Context: an optimization exercise on an open-source flow, tuned for small area, a short achievable clock period and few clock cycles. The choices shown serve that exercise and are no tape-out recipe.

v22:
Design reuleaux, start of the top module:
module reuleaux(input logic clk, input logic rst_n, input logic [2:0] colour,
                input logic [7:0] centre_x, input logic [6:0] centre_y, input logic [7:0] diameter,
                input logic start, output logic done,
                output logic [7:0] vga_x, output logic [6:0] vga_y,
                output logic [2:0] vga_colour, output logic vga_plot);
clock: 10.0 ns
lec_check: 0
abc_area: 1
cap_margin: 20
core_margin: 2
core_utilization: 40
slew_margin: 20
standard.sh (not shown) runs the stock make flow with config.mk's settings and CLKGATE_MAP_FILE= SYNTH_SCRIPT=/design/flow/synth_recipe.tcl, a recipe that flattens the netlist after the stock synthesis.
==> flow/flow/run.sh <==
#!/bin/bash
set -euo pipefail
bash standard.sh finish SETUP_SLACK_MARGIN=6.8 > standard_flow.log 2>&1
The inputs of v32 differ from those of v22 as listed below.
--- a/flow/design.v
+++ b/flow/design.v
@@ -42,72 +42,56 @@
           for (int i = 1; i < 19; i++) fadd19[i] = p[i] ^ g[i - 1];
      endfunction
      function automatic logic [37:0] csa19(input logic [18:0] x, input logic [18:0] y, input logic [18:0] z);
           logic [18:0] sm, cy;
           sm = x ^ y ^ z;
           cy = ((x & y) | (x & z) | (y & z)) << 1;
           csa19 = {cy, sm};
      endfunction
-     logic start_r, start_rr;
+     logic start_r;
      logic [7:0] d_r, cx_r;
      logic [6:0] cy_r;
      always_ff @(posedge clk) begin
           start_r    <= start;
-          start_rr   <= start_r;
           d_r        <= diameter;
           cx_r       <= centre_x;
           cy_r       <= centre_y;
           vga_colour <= colour;
      end
-     logic [18:0] dz, s296_c;
-     assign dz     = {11'd0, d_r};
-     assign s296_c = (dz << 8) + (dz << 5) + (dz << 3);
+     logic [19:0] dz, v6, v3;
+     assign dz = {12'd0, d_r};
+     assign v6 = {3'b000, cy_r, 10'd0} + (dz << 8) + (dz << 5) + (dz << 3) + dz + 20'd510;
+     assign v3 = {2'b00, cy_r, 11'd0} - (dz << 10) - (dz << 7) - (dz << 5) - dz + 20'd1028;
      logic [6:0] dh_c;                                
      assign dh_c = d_r[7:1] + {6'd0, d_r[0]};
      logic [9:0] x1_c, x2_c;
      assign x1_c = fadd({2'b00, cx_r}, {3'b000, dh_c}, 1'b0);
      assign x2_c = fadd({2'b00, cx_r}, ~{3'b000, dh_c}, 1'b1);
-     logic [13:0] s296;    
      logic [6:0] dh;       
      assign dh = dh_c;
      logic       d0;       
      logic       d1;       
      logic [8:0] x1;       
      logic [7:0] x2;       
      logic       en2;      
      always_ff @(posedge clk) begin
-          s296 <= s296_c[16:3];
           d0  <= (d_r == 8'd0);
           d1  <= (d_r == 8'd1);
           x1  <= x1_c[8:0];
           x2  <= x2_c[7:0];
           en2 <= !x2_c[9] && (cx_r != 8'd0);
      end
-     logic [19:0] t6, t3, u6s, u6c, u3s, u3c, v6, v3;
-     assign t6  = {3'b000, cy_r, 10'd0};
-     assign u6s = t6 ^ {3'b000, s296, 3'b000} ^ ({12'd0, d_r} + 20'd510);
-     assign u6c = ((t6 & {3'b000, s296, 3'b000}) | (t6 & ({12'd0, d_r} + 20'd510)) |
-                   ({3'b000, s296, 3'b000} & ({12'd0, d_r} + 20'd510))) << 1;
-     assign v6  = u6s + u6c;
-     assign t3  = {2'b00, cy_r, 11'd0};
-     assign u3s = t3 ^ ~{1'b0, s296, 5'b00000} ^ (20'd1029 - {12'd0, d_r});
-     assign u3c = ((t3 & ~{1'b0, s296, 5'b00000}) | (t3 & (20'd1029 - {12'd0, d_r})) |
-                   (~{1'b0, s296, 5'b00000} & (20'd1029 - {12'd0, d_r}))) << 1;
-     assign v3  = u3s + u3c;
-     logic [9:0] y1_c, y3_c;
-     assign y1_c = {2'b00, v6[17:10]};
-     assign y3_c = {v3[19], v3[19:11]};
      logic [7:0] y1;       
      logic [6:0] y3;       
      logic       en3;      
      always_ff @(posedge clk) begin
-          y1  <= y1_c[7:0];
-          y3  <= y3_c[6:0];
-          en3 <= !y3_c[9];
+          y1  <= v6[17:10];
+          y3  <= v3[17:11];
+          en3 <= !v3[19];
      end
      logic [7:0] ox, oy;
      logic [9:0] crit;      
      logic [8:0] dd;        
      logic [9:0] cx10, y110, y310;
      assign cx10 = {2'b00, cx_r};
      assign y110 = {2'b00, y1};
      assign y310 = {3'b000, y3};
@@ -176,47 +160,47 @@
                     ({8{sel[4] | sel[5] | sel[6]}} & cx_r);
      assign ybase = ys ? y1 : {1'b0, y3};
      assign xoff  = uox ? oxc : oyc;
      assign yoff  = uox ? oyc : oxc;
      logic [9:0] pxs, pys;
      assign pxs = fadd({2'b00, xbase ^ {8{xs}}}, {2'b00, xoff}, 1'b0);
      assign pys = fadd({2'b00, ybase ^ {8{ys}}}, {2'b00, yoff}, 1'b0);
      always_ff @(posedge clk) begin
-          if (!start_r) begin
+          if (!start) begin
                ox   <= d_r;
                oy   <= 8'd0;
                crit <= 10'd0 - {2'b00, d_r};
                dd   <= 9'd0 - {1'b0, d_r};
-          end else if (!start_rr || (busy && adv && lval)) begin
+          end else if (!start_r || (busy && adv && lval)) begin
                ox   <= cpos ? ox - 8'd1 : ox;
                oy   <= oy + 8'd1;
                crit <= cpos ? c2 : c1;
                dd   <= (d0 && ax) ? 9'h102 : dd + (cpos ? 9'd2 : 9'd1);
           end
-          if (!start_rr) begin
+          if (!start_r) begin
                cr   <= cand;
                oxc  <= ox;
                oyc  <= oy;
                busy <= 1'b1;
           end else if (busy) begin
                if (adv) begin
                     cr   <= cand;
                     oxc  <= ox;
                     oyc  <= oy;
                     busy <= lval;
                end else begin
                     cr <= cr & ~sel;
                end
           end
           vga_x    <= pxs[7:0] ^ {8{xs}};
           vga_y    <= pys[6:0] ^ {7{ys}};
-          vga_plot <= rst_n && start && start_rr && busy && (cr != 7'd0);
+          vga_plot <= rst_n && start && start_r && busy && (cr != 7'd0);
           if (!rst_n || !start) done <= 1'b0;
-          else if (start_rr && busy && adv && !lval) done <= 1'b1;
+          else if (start_r && busy && adv && !lval) done <= 1'b1;
      end
 endmodule
 module reuleaux(input logic clk, input logic rst_n, input logic [2:0] colour,
                 input logic [7:0] centre_x, input logic [6:0] centre_y, input logic [7:0] diameter,
                 input logic start, output logic done,
                 output logic [7:0] vga_x, output logic [6:0] vga_y,
                 output logic [2:0] vga_colour, output logic vga_plot);
      circle_control u_ctl(.clk(clk), .rst_n(rst_n), .colour(colour), .centre_x(centre_x),
Notes after the runs:
- v22 -> v32: cell area after synthesis decreased by a few percent
- Between v22 and v32, the final-stage net count is higher for v22.
- Fmax: v32 below v22
- The routed wire length number comes out higher for v32 vs v22.
- Lower relative slew slack among v22 and v32: v22
- Diff v22..v32 | total iterations of the first detailed-routing run | unchanged
- Taking v22 as the reference point, the first-iteration DRC count of v32 falls by 5.0%.
- Between v32 and v22, it is v32 whose share of final-layout standard cells stronger than drive strength 1 is higher, by 3.3 points.
No functional check of the RTL was part of any run of this note.

## re-timing with driven ports
In the flow no input, the clock included, has a driving cell. The finished layouts below were timed again as built, in two steps.
Step 1 assumes that a clkbuf_16 drives the clock port and a buf_2 every other input.
Step 2 times the ports against the registers' clock, not the clock port: input delays grow and output delays shrink by t, the midpoint of the rising clock arrivals with the driver on.
Three values: ideal ports, drivers, drivers and shift; two values: the first two.
| run | shift t [ns] | setup slack, ns | worst register clock-pin slew, ns | worst data-port slew with drivers (ns) |
|---|---|---|---|---|
| v22 | 0.492 | 6.942 / 6.913 / 6.797 | 0.07 / 0.07 | 0.03 |
| v32 | 0.485 | 6.919 / 6.919 / 6.590 | 0.07 / 0.07 | 0.04 |
After both steps every run listed still meets setup and hold. For v32, which loses most, drivers alone change the setup slack by 0.000 ns; drivers and shift together by -0.329 ns.
